From an optimization exercise on the open Yosys and OpenROAD flow, aimed at small area; shortcuts taken in it are not production practice. RTL that was checked went through simulation tests only; none was proved equivalent to the original. No activity file was given, so power comes from the tool's default toggle rates.

==> build 48: inputs <==
Design p_1d, start of the top module:
module p_1d(
	input clk, input rst,
	input [0:7] a_11, input [0:7] b_11,
	input [0:7] a_12, input [0:7] b_12,
	input [0:7] a_21, input [0:7] b_21,
	input [0:7] a_22, input [0:7] b_22,
	output [0:16] c_11,
	output [0:16] c_12,
	output [0:16] c_21,
	output [0:16] c_22
	);
Settings: LEC_CHECK=0, CAP_MARGIN=0, CORE_MARGIN=2, CORE_UTILIZATION=70, CTS_BUF_LIST=sky130_fd_sc_hd__clkbuf_4 sky130_fd_sc_hd__clkbuf_8, CTS_CLUSTER_DIAMETER=100, CTS_CLUSTER_SIZE=30, GPL_TIMING_DRIVEN=0, SLEW_MARGIN=0, SYNTH_HIERARCHICAL=1; clock period 7.0 ns.
standard.sh (not shown) runs the stock make flow with config.mk's settings and CLKGATE_MAP_FILE= SYNTH_SCRIPT=/design/flow/synth_recipe.tcl, a recipe that flattens the netlist after the stock synthesis.
==> flow/flow/run.sh <==
#!/bin/bash
# Own layout flow: the standard flow (standard.sh, unchanged synthesis)
# with smaller port buffers, a leaner clock tree (no dummy loads), the ABC
# buffers left to the resizer, and the delay cells kept out of the resizer's
# choices. The make output goes to flow_standard.log; ORFS keeps each step's
# own log under orfs/logs/.
set -euo pipefail
# appended to the platform's own DONT_USE_CELLS list by its config.mk
export DONT_USE_CELLS="sky130_fd_sc_hd__clkdlybuf4s15_1 sky130_fd_sc_hd__clkdlybuf4s15_2 sky130_fd_sc_hd__clkdlybuf4s18_1 sky130_fd_sc_hd__clkdlybuf4s18_2 sky130_fd_sc_hd__clkdlybuf4s25_1 sky130_fd_sc_hd__clkdlybuf4s25_2 sky130_fd_sc_hd__clkdlybuf4s50_1 sky130_fd_sc_hd__clkdlybuf4s50_2 sky130_fd_sc_hd__dlygate4sd1_1 sky130_fd_sc_hd__dlygate4sd2_1 sky130_fd_sc_hd__dlygate4sd3_1 sky130_fd_sc_hd__dlymetal6s2s_1 sky130_fd_sc_hd__dlymetal6s4s_1 sky130_fd_sc_hd__dlymetal6s6s_1"
bash standard.sh \
  "BUFFER_PORTS_ARGS=-buffer_cell sky130_fd_sc_hd__buf_1" \
  "CTS_ARGS=-sink_clustering_enable -repair_clock_nets -sink_clustering_size 30 -sink_clustering_max_diameter 100 -buf_list {sky130_fd_sc_hd__clkbuf_4 sky130_fd_sc_hd__clkbuf_8} -dont_use_dummy_load" \
  REMOVE_ABC_BUFFERS=1 \
  finish > flow_standard.log 2>&1
==> inputs of trial 18, as changes to build 48 <==
--- a/flow/design.v
+++ b/flow/design.v
@@ -182,44 +182,40 @@
 	wire P3 = p[5] & p[4];
 	wire G4 = g[7] | (p[7] & g[6]);
 	wire P4 = p[7] & p[6];
 	wire G5 = g[9] | (p[9] & g[8]);
 	wire P5 = p[9] & p[8];
-	wire G6 = g[2] | (p[2] & G1);
-	wire P6 = p[2] & P1;
-	wire G7 = G2 | (P2 & G1);
-	wire P7 = P2 & P1;
-	wire G8 = g[6] | (p[6] & G3);
-	wire P8 = p[6] & P3;
-	wire G9 = G4 | (P4 & G3);
-	wire P9 = P4 & P3;
-	wire G10 = g[10] | (p[10] & G5);
-	wire P10 = p[10] & P5;
-	wire G11 = g[4] | (p[4] & G7);
-	wire P11 = p[4] & P7;
-	wire G12 = G3 | (P3 & G7);
-	wire P12 = P3 & P7;
-	wire G13 = G8 | (P8 & G7);
-	wire P13 = P8 & P7;
-	wire G14 = G9 | (P9 & G7);
-	wire P14 = P9 & P7;
-	wire G15 = g[8] | (p[8] & G14);
-	wire P15 = p[8] & P14;
-	wire G16 = G5 | (P5 & G14);
-	wire P16 = P5 & P14;
-	wire G17 = G10 | (P10 & G14);
-	wire P17 = P10 & P14;
+	wire G6 = G2 | (P2 & G1);
+	wire P6 = P2 & P1;
+	wire G7 = G4 | (P4 & G3);
+	wire P7 = P4 & P3;
+	wire G8 = G7 | (P7 & G6);
+	wire P8 = P7 & P6;
+	wire G9 = G3 | (P3 & G6);
+	wire P9 = P3 & P6;
+	wire G10 = G5 | (P5 & G8);
+	wire P10 = P5 & P8;
+	wire G11 = g[2] | (p[2] & G1);
+	wire P11 = p[2] & P1;
+	wire G12 = g[4] | (p[4] & G6);
+	wire P12 = p[4] & P6;
+	wire G13 = g[6] | (p[6] & G9);
+	wire P13 = p[6] & P9;
+	wire G14 = g[8] | (p[8] & G8);
+	wire P14 = p[8] & P8;
+	wire G15 = g[10] | (p[10] & G10);
+	wire P15 = p[10] & P10;
 	assign s[0] = hp[0] ^ g[0];
 	assign s[1] = hp[1] ^ G1;
-	assign s[2] = hp[2] ^ G6;
-	assign s[3] = hp[3] ^ G7;
-	assign s[4] = hp[4] ^ G11;
-	assign s[5] = hp[5] ^ G12;
+	assign s[2] = hp[2] ^ G11;
+	assign s[3] = hp[3] ^ G6;
+	assign s[4] = hp[4] ^ G12;
+	assign s[5] = hp[5] ^ G9;
 	assign s[6] = hp[6] ^ G13;
-	assign s[7] = hp[7] ^ G14;
-	assign s[8] = hp[8] ^ G15;
-	assign s[9] = hp[9] ^ G16;
+	assign s[7] = hp[7] ^ G8;
+	assign s[8] = hp[8] ^ G14;
+	assign s[9] = hp[9] ^ G10;
 endmodule
 module p_1d(
 	input clk, input rst,
 	input [0:7] a_11, input [0:7] b_11,
 	input [0:7] a_12, input [0:7] b_12,
--- a/flow/flow/run.sh
+++ b/flow/flow/run.sh
@@ -8,7 +8,7 @@
 # appended to the platform's own DONT_USE_CELLS list by its config.mk
 export DONT_USE_CELLS="sky130_fd_sc_hd__clkdlybuf4s15_1 sky130_fd_sc_hd__clkdlybuf4s15_2 sky130_fd_sc_hd__clkdlybuf4s18_1 sky130_fd_sc_hd__clkdlybuf4s18_2 sky130_fd_sc_hd__clkdlybuf4s25_1 sky130_fd_sc_hd__clkdlybuf4s25_2 sky130_fd_sc_hd__clkdlybuf4s50_1 sky130_fd_sc_hd__clkdlybuf4s50_2 sky130_fd_sc_hd__dlygate4sd1_1 sky130_fd_sc_hd__dlygate4sd2_1 sky130_fd_sc_hd__dlygate4sd3_1 sky130_fd_sc_hd__dlymetal6s2s_1 sky130_fd_sc_hd__dlymetal6s4s_1 sky130_fd_sc_hd__dlymetal6s6s_1"
 bash standard.sh \
   "BUFFER_PORTS_ARGS=-buffer_cell sky130_fd_sc_hd__buf_1" \
   "CTS_ARGS=-sink_clustering_enable -repair_clock_nets -sink_clustering_size 30 -sink_clustering_max_diameter 100 -buf_list {sky130_fd_sc_hd__clkbuf_4 sky130_fd_sc_hd__clkbuf_8} -dont_use_dummy_load" \
-  REMOVE_ABC_BUFFERS=1 \
+  REMOVE_ABC_BUFFERS=1 RECOVER_POWER=100 \
   finish > flow_standard.log 2>&1
==> inputs of build 96, as changes to build 48 <==
--- a/flow/design.v
+++ b/flow/design.v
@@ -1,53 +1,47 @@
 module fa(input a, input b, input c, output s, output co);
 	assign s = a ^ b ^ c;
 	assign co = (a & b) | (a & c) | (b & c);
 endmodule
-module ha(input a, input b, output s, output co);
-	assign s = a ^ b;
-	assign co = a & b;
-endmodule
-module xo(input a, input b, input r, output o);
-	assign o = ~(~(a ^ b) | r);
-endmodule
 module hac(input a, input b, output s, output co);
 	assign s = ~(a ^ b);
 	assign co = a | b;
 endmodule
 module dotc(input rst, input [7:0] x1, input [7:0] y1, input [7:0] x2, input [7:0] y2, output [16:0] o);
 	wire [16:0] t;
-	wire n2 = ~(x1[0] & y1[0]) | ~(x2[0] & y2[0]);
+	assign o = ~(t | {17{rst}});
+	fa un1 (.a(~(x1[0] & y1[0])), .b(~(x2[0] & y2[0])), .c(1'b1), .s(n1), .co(n2));
 	fa un3 (.a(~(x1[0] & y1[1])), .b(~(x1[1] & y1[0])), .c(~(x2[0] & y2[1])), .s(n3), .co(n4));
 	fa un5 (.a(~(x2[1] & y2[0])), .b(n2), .c(n3), .s(n5), .co(n6));
 	fa un7 (.a(~(x1[0] & y1[2])), .b(~(x1[1] & y1[1])), .c(~(x1[2] & y1[0])), .s(n7), .co(n8));
 	fa un9 (.a(~(x2[0] & y2[2])), .b(~(x2[1] & y2[1])), .c(~(x2[2] & y2[0])), .s(n9), .co(n10));
 	fa un11 (.a(n4), .b(n7), .c(n9), .s(n11), .co(n12));
-	wire n14 = n6 | n11;
+	fa un13 (.a(n6), .b(n11), .c(1'b1), .s(n13), .co(n14));
 	fa un15 (.a(~(x1[0] & y1[3])), .b(~(x1[1] & y1[2])), .c(~(x1[2] & y1[1])), .s(n15), .co(n16));
 	fa un17 (.a(~(x1[3] & y1[0])), .b(~(x2[0] & y2[3])), .c(~(x2[1] & y2[2])), .s(n17), .co(n18));
 	fa un19 (.a(~(x2[2] & y2[1])), .b(~(x2[3] & y2[0])), .c(n10), .s(n19), .co(n20));
 	fa un21 (.a(n8), .b(n15), .c(n17), .s(n21), .co(n22));
 	fa un23 (.a(n19), .b(n12), .c(n21), .s(n23), .co(n24));
-	wire n26 = n14 | n23;
+	fa un25 (.a(n14), .b(n23), .c(1'b1), .s(n25), .co(n26));
 	fa un27 (.a(~(x1[0] & y1[4])), .b(~(x1[1] & y1[3])), .c(~(x1[2] & y1[2])), .s(n27), .co(n28));
 	fa un29 (.a(~(x1[3] & y1[1])), .b(~(x1[4] & y1[0])), .c(~(x2[0] & y2[4])), .s(n29), .co(n30));
 	fa un31 (.a(~(x2[1] & y2[3])), .b(~(x2[2] & y2[2])), .c(~(x2[3] & y2[1])), .s(n31), .co(n32));
 	fa un33 (.a(~(x2[4] & y2[0])), .b(n16), .c(n18), .s(n33), .co(n34));
 	fa un35 (.a(n27), .b(n29), .c(n31), .s(n35), .co(n36));
 	fa un37 (.a(n20), .b(n22), .c(n33), .s(n37), .co(n38));
 	fa un39 (.a(n35), .b(n24), .c(n37), .s(n39), .co(n40));
-	wire n42 = n26 | n39;
+	fa un41 (.a(n26), .b(n39), .c(1'b1), .s(n41), .co(n42));
 	fa un43 (.a(~(x1[0] & y1[5])), .b(~(x1[1] & y1[4])), .c(~(x1[2] & y1[3])), .s(n43), .co(n44));
 	fa un45 (.a(~(x1[3] & y1[2])), .b(~(x1[4] & y1[1])), .c(~(x1[5] & y1[0])), .s(n45), .co(n46));
 	fa un47 (.a(~(x2[0] & y2[5])), .b(~(x2[1] & y2[4])), .c(~(x2[2] & y2[3])), .s(n47), .co(n48));
 	fa un49 (.a(~(x2[3] & y2[2])), .b(~(x2[4] & y2[1])), .c(~(x2[5] & y2[0])), .s(n49), .co(n50));
 	fa un51 (.a(n28), .b(n30), .c(n32), .s(n51), .co(n52));
 	fa un53 (.a(n43), .b(n45), .c(n47), .s(n53), .co(n54));
 	fa un55 (.a(n49), .b(n34), .c(n36), .s(n55), .co(n56));
 	fa un57 (.a(n51), .b(n53), .c(n38), .s(n57), .co(n58));
 	fa un59 (.a(n55), .b(n40), .c(n57), .s(n59), .co(n60));
-	wire n62 = n42 | n59;
+	fa un61 (.a(n42), .b(n59), .c(1'b1), .s(n61), .co(n62));
 	fa un63 (.a(~(x1[0] & y1[6])), .b(~(x1[1] & y1[5])), .c(~(x1[2] & y1[4])), .s(n63), .co(n64));
 	fa un65 (.a(~(x1[3] & y1[3])), .b(~(x1[4] & y1[2])), .c(~(x1[5] & y1[1])), .s(n65), .co(n66));
 	fa un67 (.a(~(x1[6] & y1[0])), .b(~(x2[0] & y2[6])), .c(~(x2[1] & y2[5])), .s(n67), .co(n68));
 	fa un69 (.a(~(x2[2] & y2[4])), .b(~(x2[3] & y2[3])), .c(~(x2[4] & y2[2])), .s(n69), .co(n70));
 	fa un71 (.a(~(x2[5] & y2[1])), .b(~(x2[6] & y2[0])), .c(n44), .s(n71), .co(n72));
@@ -55,11 +49,11 @@
 	fa un75 (.a(n63), .b(n65), .c(n67), .s(n75), .co(n76));
 	fa un77 (.a(n69), .b(n52), .c(n71), .s(n77), .co(n78));
 	fa un79 (.a(n54), .b(n73), .c(n75), .s(n79), .co(n80));
 	fa un81 (.a(n56), .b(n77), .c(n79), .s(n81), .co(n82));
 	fa un83 (.a(n58), .b(n81), .c(n60), .s(n83), .co(n84));
-	wire n86 = n62 | n83;
+	fa un85 (.a(n62), .b(n83), .c(1'b1), .s(n85), .co(n86));
 	fa un87 (.a(~(x1[0] & y1[7])), .b(~(x1[1] & y1[6])), .c(~(x1[2] & y1[5])), .s(n87), .co(n88));
 	fa un89 (.a(~(x1[3] & y1[4])), .b(~(x1[4] & y1[3])), .c(~(x1[5] & y1[2])), .s(n89), .co(n90));
 	fa un91 (.a(~(x1[6] & y1[1])), .b(~(x1[7] & y1[0])), .c(~(x2[0] & y2[7])), .s(n91), .co(n92));
 	fa un93 (.a(~(x2[1] & y2[6])), .b(~(x2[2] & y2[5])), .c(~(x2[3] & y2[4])), .s(n93), .co(n94));
 	fa un95 (.a(~(x2[4] & y2[3])), .b(~(x2[5] & y2[2])), .c(~(x2[6] & y2[1])), .s(n95), .co(n96));
@@ -124,102 +118,65 @@
 	fa un213 (.a(~(x2[7] & y2[6])), .b(n200), .c(n202), .s(n213), .co(n214));
 	fa un215 (.a(n211), .b(n204), .c(n213), .s(n215), .co(n216));
 	fa un217 (.a(n206), .b(n215), .c(n208), .s(n217), .co(n218));
 	fa un219 (.a(~(x1[7] & y1[7])), .b(~(x2[7] & y2[7])), .c(n212), .s(n219), .co(n220));
 	fa un221 (.a(n214), .b(n219), .c(n216), .s(n221), .co(n222));
-	xo ux0 (.a(~(x1[0] & y1[0])), .b(~(x2[0] & y2[0])), .r(rst), .o(o[0]));
-	assign t[0] = 1'b0;
+	assign t[0] = n1;
 	assign t[1] = n5;
-	xo ux2 (.a(n6), .b(n11), .r(rst), .o(o[2]));
-	assign t[2] = 1'b0;
-	xo ux3 (.a(n14), .b(n23), .r(rst), .o(o[3]));
-	assign t[3] = 1'b0;
-	xo ux4 (.a(n26), .b(n39), .r(rst), .o(o[4]));
-	assign t[4] = 1'b0;
-	xo ux5 (.a(n42), .b(n59), .r(rst), .o(o[5]));
-	assign t[5] = 1'b0;
-	xo ux6 (.a(n62), .b(n83), .r(rst), .o(o[6]));
-	assign t[6] = 1'b0;
-	assign o[1] = ~(t[1] | rst);
-	assign o[7] = ~(t[7] | rst);
-	assign o[8] = ~(t[8] | rst);
-	assign o[9] = ~(t[9] | rst);
-	assign o[10] = ~(t[10] | rst);
-	assign o[11] = ~(t[11] | rst);
-	assign o[12] = ~(t[12] | rst);
-	assign o[13] = ~(t[13] | rst);
-	assign o[14] = ~(t[14] | rst);
-	assign o[15] = ~(t[15] | rst);
-	assign o[16] = ~(t[16] | rst);
+	assign t[2] = n13;
+	assign t[3] = n25;
+	assign t[4] = n41;
+	assign t[5] = n61;
+	assign t[6] = n85;
 	wire [9:0] x = {1'b1, n220, n221, n217, n209, n197, n181, n161, n137, n111};
 	wire [9:0] y = {1'b1, n222, n218, n210, n198, n182, n162, 1'b1, 1'b1, 1'b1};
 	wire ci = n86;
 	wire [9:0] s;
 	assign t[16:7] = s;
-	wire [10:0] g, p;
-	wire [9:0] hp;
-	assign g[0] = ci;
-	assign p[0] = 1'b0;
-	assign hp[0] = ~x[0];
-	assign g[1] = x[0];
-	assign hp[1] = ~x[1];
-	assign g[2] = x[1];
-	assign hp[2] = ~x[2];
-	assign g[3] = x[2];
-	ha ug3 (.a(x[3]), .b(y[3]), .s(hp[3]), .co(g[4]));
-	ha ug4 (.a(x[4]), .b(y[4]), .s(hp[4]), .co(g[5]));
-	ha ug5 (.a(x[5]), .b(y[5]), .s(hp[5]), .co(g[6]));
-	ha ug6 (.a(x[6]), .b(y[6]), .s(hp[6]), .co(g[7]));
-	ha ug7 (.a(x[7]), .b(y[7]), .s(hp[7]), .co(g[8]));
-	ha ug8 (.a(x[8]), .b(y[8]), .s(hp[8]), .co(g[9]));
-	assign hp[9] = 1'b0;
-	assign g[10] = 1'b1;
-	assign p[10:1] = hp;
+	wire [10:0] g = {x & y, ci};
+	wire [10:0] p = {x ^ y, 1'b0};
+	wire [9:0] hp = x ^ y;
 	wire G1 = g[1] | (p[1] & g[0]);
 	wire P1 = p[1] & p[0];
 	wire G2 = g[3] | (p[3] & g[2]);
 	wire P2 = p[3] & p[2];
 	wire G3 = g[5] | (p[5] & g[4]);
 	wire P3 = p[5] & p[4];
 	wire G4 = g[7] | (p[7] & g[6]);
 	wire P4 = p[7] & p[6];
 	wire G5 = g[9] | (p[9] & g[8]);
 	wire P5 = p[9] & p[8];
-	wire G6 = g[2] | (p[2] & G1);
-	wire P6 = p[2] & P1;
-	wire G7 = G2 | (P2 & G1);
-	wire P7 = P2 & P1;
-	wire G8 = g[6] | (p[6] & G3);
-	wire P8 = p[6] & P3;
-	wire G9 = G4 | (P4 & G3);
-	wire P9 = P4 & P3;
-	wire G10 = g[10] | (p[10] & G5);
-	wire P10 = p[10] & P5;
-	wire G11 = g[4] | (p[4] & G7);
-	wire P11 = p[4] & P7;
-	wire G12 = G3 | (P3 & G7);
-	wire P12 = P3 & P7;
-	wire G13 = G8 | (P8 & G7);
-	wire P13 = P8 & P7;
-	wire G14 = G9 | (P9 & G7);
-	wire P14 = P9 & P7;
-	wire G15 = g[8] | (p[8] & G14);
-	wire P15 = p[8] & P14;
-	wire G16 = G5 | (P5 & G14);
-	wire P16 = P5 & P14;
-	wire G17 = G10 | (P10 & G14);
-	wire P17 = P10 & P14;
+	wire G6 = G2 | (P2 & G1);
+	wire P6 = P2 & P1;
+	wire G7 = G4 | (P4 & G3);
+	wire P7 = P4 & P3;
+	wire G8 = G7 | (P7 & G6);
+	wire P8 = P7 & P6;
+	wire G9 = G3 | (P3 & G6);
+	wire P9 = P3 & P6;
+	wire G10 = G5 | (P5 & G8);
+	wire P10 = P5 & P8;
+	wire G11 = g[2] | (p[2] & G1);
+	wire P11 = p[2] & P1;
+	wire G12 = g[4] | (p[4] & G6);
+	wire P12 = p[4] & P6;
+	wire G13 = g[6] | (p[6] & G9);
+	wire P13 = p[6] & P9;
+	wire G14 = g[8] | (p[8] & G8);
+	wire P14 = p[8] & P8;
+	wire G15 = g[10] | (p[10] & G10);
+	wire P15 = p[10] & P10;
 	assign s[0] = hp[0] ^ g[0];
 	assign s[1] = hp[1] ^ G1;
-	assign s[2] = hp[2] ^ G6;
-	assign s[3] = hp[3] ^ G7;
-	assign s[4] = hp[4] ^ G11;
-	assign s[5] = hp[5] ^ G12;
+	assign s[2] = hp[2] ^ G11;
+	assign s[3] = hp[3] ^ G6;
+	assign s[4] = hp[4] ^ G12;
+	assign s[5] = hp[5] ^ G9;
 	assign s[6] = hp[6] ^ G13;
-	assign s[7] = hp[7] ^ G14;
-	assign s[8] = hp[8] ^ G15;
-	assign s[9] = hp[9] ^ G16;
+	assign s[7] = hp[7] ^ G8;
+	assign s[8] = hp[8] ^ G14;
+	assign s[9] = hp[9] ^ G10;
 endmodule
 module p_1d(
 	input clk, input rst,
 	input [0:7] a_11, input [0:7] b_11,
 	input [0:7] a_12, input [0:7] b_12,
==> flow/flow/run.sh (replaced) <==
#!/bin/bash
# Own layout flow: the standard flow (standard.sh, unchanged synthesis)
# with smaller port buffers, a leaner clock tree (no dummy loads) and area
# recovery on paths with slack. The make output goes to flow_standard.log;
# ORFS keeps each step's own log under orfs/logs/.
set -euo pipefail
bash standard.sh \
  "BUFFER_PORTS_ARGS=-buffer_cell sky130_fd_sc_hd__buf_1" \
  "CTS_ARGS=-sink_clustering_enable -repair_clock_nets -sink_clustering_size 30 -sink_clustering_max_diameter 100 -buf_list {sky130_fd_sc_hd__clkbuf_4 sky130_fd_sc_hd__clkbuf_8} -dont_use_dummy_load" \
  RECOVER_POWER=100 REMOVE_ABC_BUFFERS=1 \
  finish > flow_standard.log 2>&1
CORE_UTILIZATION = 60   (was 70)
==> results_dict.tcl <==
set metrics [dict create \
    outcome "finished clean" \
    fp.coreArea_um2 20000 \
    power_uw 7010 \
    pwr-share-clk_pct 3.9 \
    met3WireLength_mm 4.22 \
    total_power_density_per_cell_area_nw_per_um2 468 \
    fin_util_pct 74.8 \
    seq_power_share_pct 8.7 \
    die_x_um 146 \
    p_sw_uw 3520 \
    synthTopCellsByArea "sky130_fd_sc_hd__fa_1, sky130_fd_sc_hd__nand2_1, sky130_fd_sc_hd__dfxtp_1, sky130_fd_sc_hd__ha_1, sky130_fd_sc_hd__clkbuf_1" \
    layout.cells.most_common_list "sky130_fd_sc_hd__nand2_1, sky130_fd_sc_hd__fa_1, sky130_fd_sc_hd__buf_1" \
    nNonClkBuffers 138 \
    fp-row-count 52 \
    globalRouteMet3Util_pct 7.19 \
    leakagePower_uw 0.00531 \
    layout.clock.cell_area_share_pct 0.826 \
    placed_cells_incl_taps 1668 \
    grt_use_met2_pct 53.2 \
    track_usage_pct 35.1 \
    detailedRoute.firstIterationViolations 782 \
]
the above is filed under build 48

==> results_dict.tcl <==
set metrics [dict create \
    outcome "finished clean" \
    met3WireLength_mm 3.91 \
    final-hold-violation-count 0 \
    netlist_top_cells_count "sky130_fd_sc_hd__nand2_1, sky130_fd_sc_hd__fa_1, sky130_fd_sc_hd__clkbuf_1, sky130_fd_sc_hd__dfxtp_1, sky130_fd_sc_hd__nor2_1" \
    detailedRoute.firstIterationViolations 703 \
    grt_use_met2_pct 45.1 \
    globalRouteMet3Util_pct 8.98 \
    total_power_density_per_cell_area_nw_per_um2 500 \
    track_usage_pct 30.8 \
    p_sw_uw 3710 \
    fp.coreArea_um2 23300 \
    seq_power_share_pct 8.4 \
    fp-row-count 56 \
    leakagePower_uw 0.00541 \
    num_vias 9674 \
    layout.clock.cell_area_share_pct 0.823 \
    die_x_um 158 \
    layout.cells.most_common_list "sky130_fd_sc_hd__nand2_1, sky130_fd_sc_hd__fa_1, sky130_fd_sc_hd__buf_1" \
    synthTopCellsByArea "sky130_fd_sc_hd__fa_1, sky130_fd_sc_hd__nand2_1, sky130_fd_sc_hd__dfxtp_1, sky130_fd_sc_hd__clkbuf_1, sky130_fd_sc_hd__ha_1" \
    power_uw 7530 \
]
the above is filed under build 96

==> results_dict.tcl <==
set metrics [dict create \
    synthTopCellsByArea "sky130_fd_sc_hd__fa_1, sky130_fd_sc_hd__nand2_1, sky130_fd_sc_hd__dfxtp_1, sky130_fd_sc_hd__ha_1, sky130_fd_sc_hd__clkbuf_1" \
    violated_layout_checks "capacitance limit, slew limit" \
    placed_cells_incl_taps 1647 \
    detailedRoute.firstIterationViolations 859 \
    maxCapViolations 1 \
    die_x_um 145 \
    layout.cells.most_common_list "sky130_fd_sc_hd__nand2_1, sky130_fd_sc_hd__fa_1, sky130_fd_sc_hd__buf_1" \
    outcome "finished with violations" \
    final-max-slew-violation-count 37 \
    nNonClkBuffers 134 \
    fin_util_pct 75.3 \
    layout.clock.cell_area_share_pct 0.845 \
    leakagePower_uw 0.00515 \
    grt_use_met2_pct 53.3 \
]
the above is filed under trial 18

For build 48, only the layout was checked, not whether the RTL still works.

[static timing again, ports no longer ideal]
No port has a modelled driver above. Below, the same layouts with a new extraction and two added sets of constraints. Step 1 sets driving cells, clkbuf_16 on the clock port and buf_2 on the other inputs (assumed; they add their load-dependent delay and slew). Step 2, shift: input delay + t, output delay - t, t = (earliest + latest rising clock arrival at the registers) / 2. This alone moves slack from input paths to output paths. Slacks: ideal ports / drivers / drivers and shift; pairs: ideal ports / drivers.
run | t (ns) | setup WS [ns] | worst hold slack (ns) | worst setup path at the end | clock arrival spread, ns
build 48 | 0.400 | 0.162 / 0.162 / -0.238 | 1.421 / 1.417 / 1.800 | input to register | 0.020 / 0.021
trial 18 | 0.410 | 0.178 / 0.192 / -0.218 | 1.433 / 1.422 / 1.799 | input to register | 0.024 / 0.023
build 96 | 0.411 | 0.199 / 0.218 / -0.193 | 1.517 / 1.504 / 1.793 | input to register | 0.029 / 0.030
For build 48, which loses most, drivers alone change the setup slack by 0.000 ns; drivers and shift together by -0.400 ns.
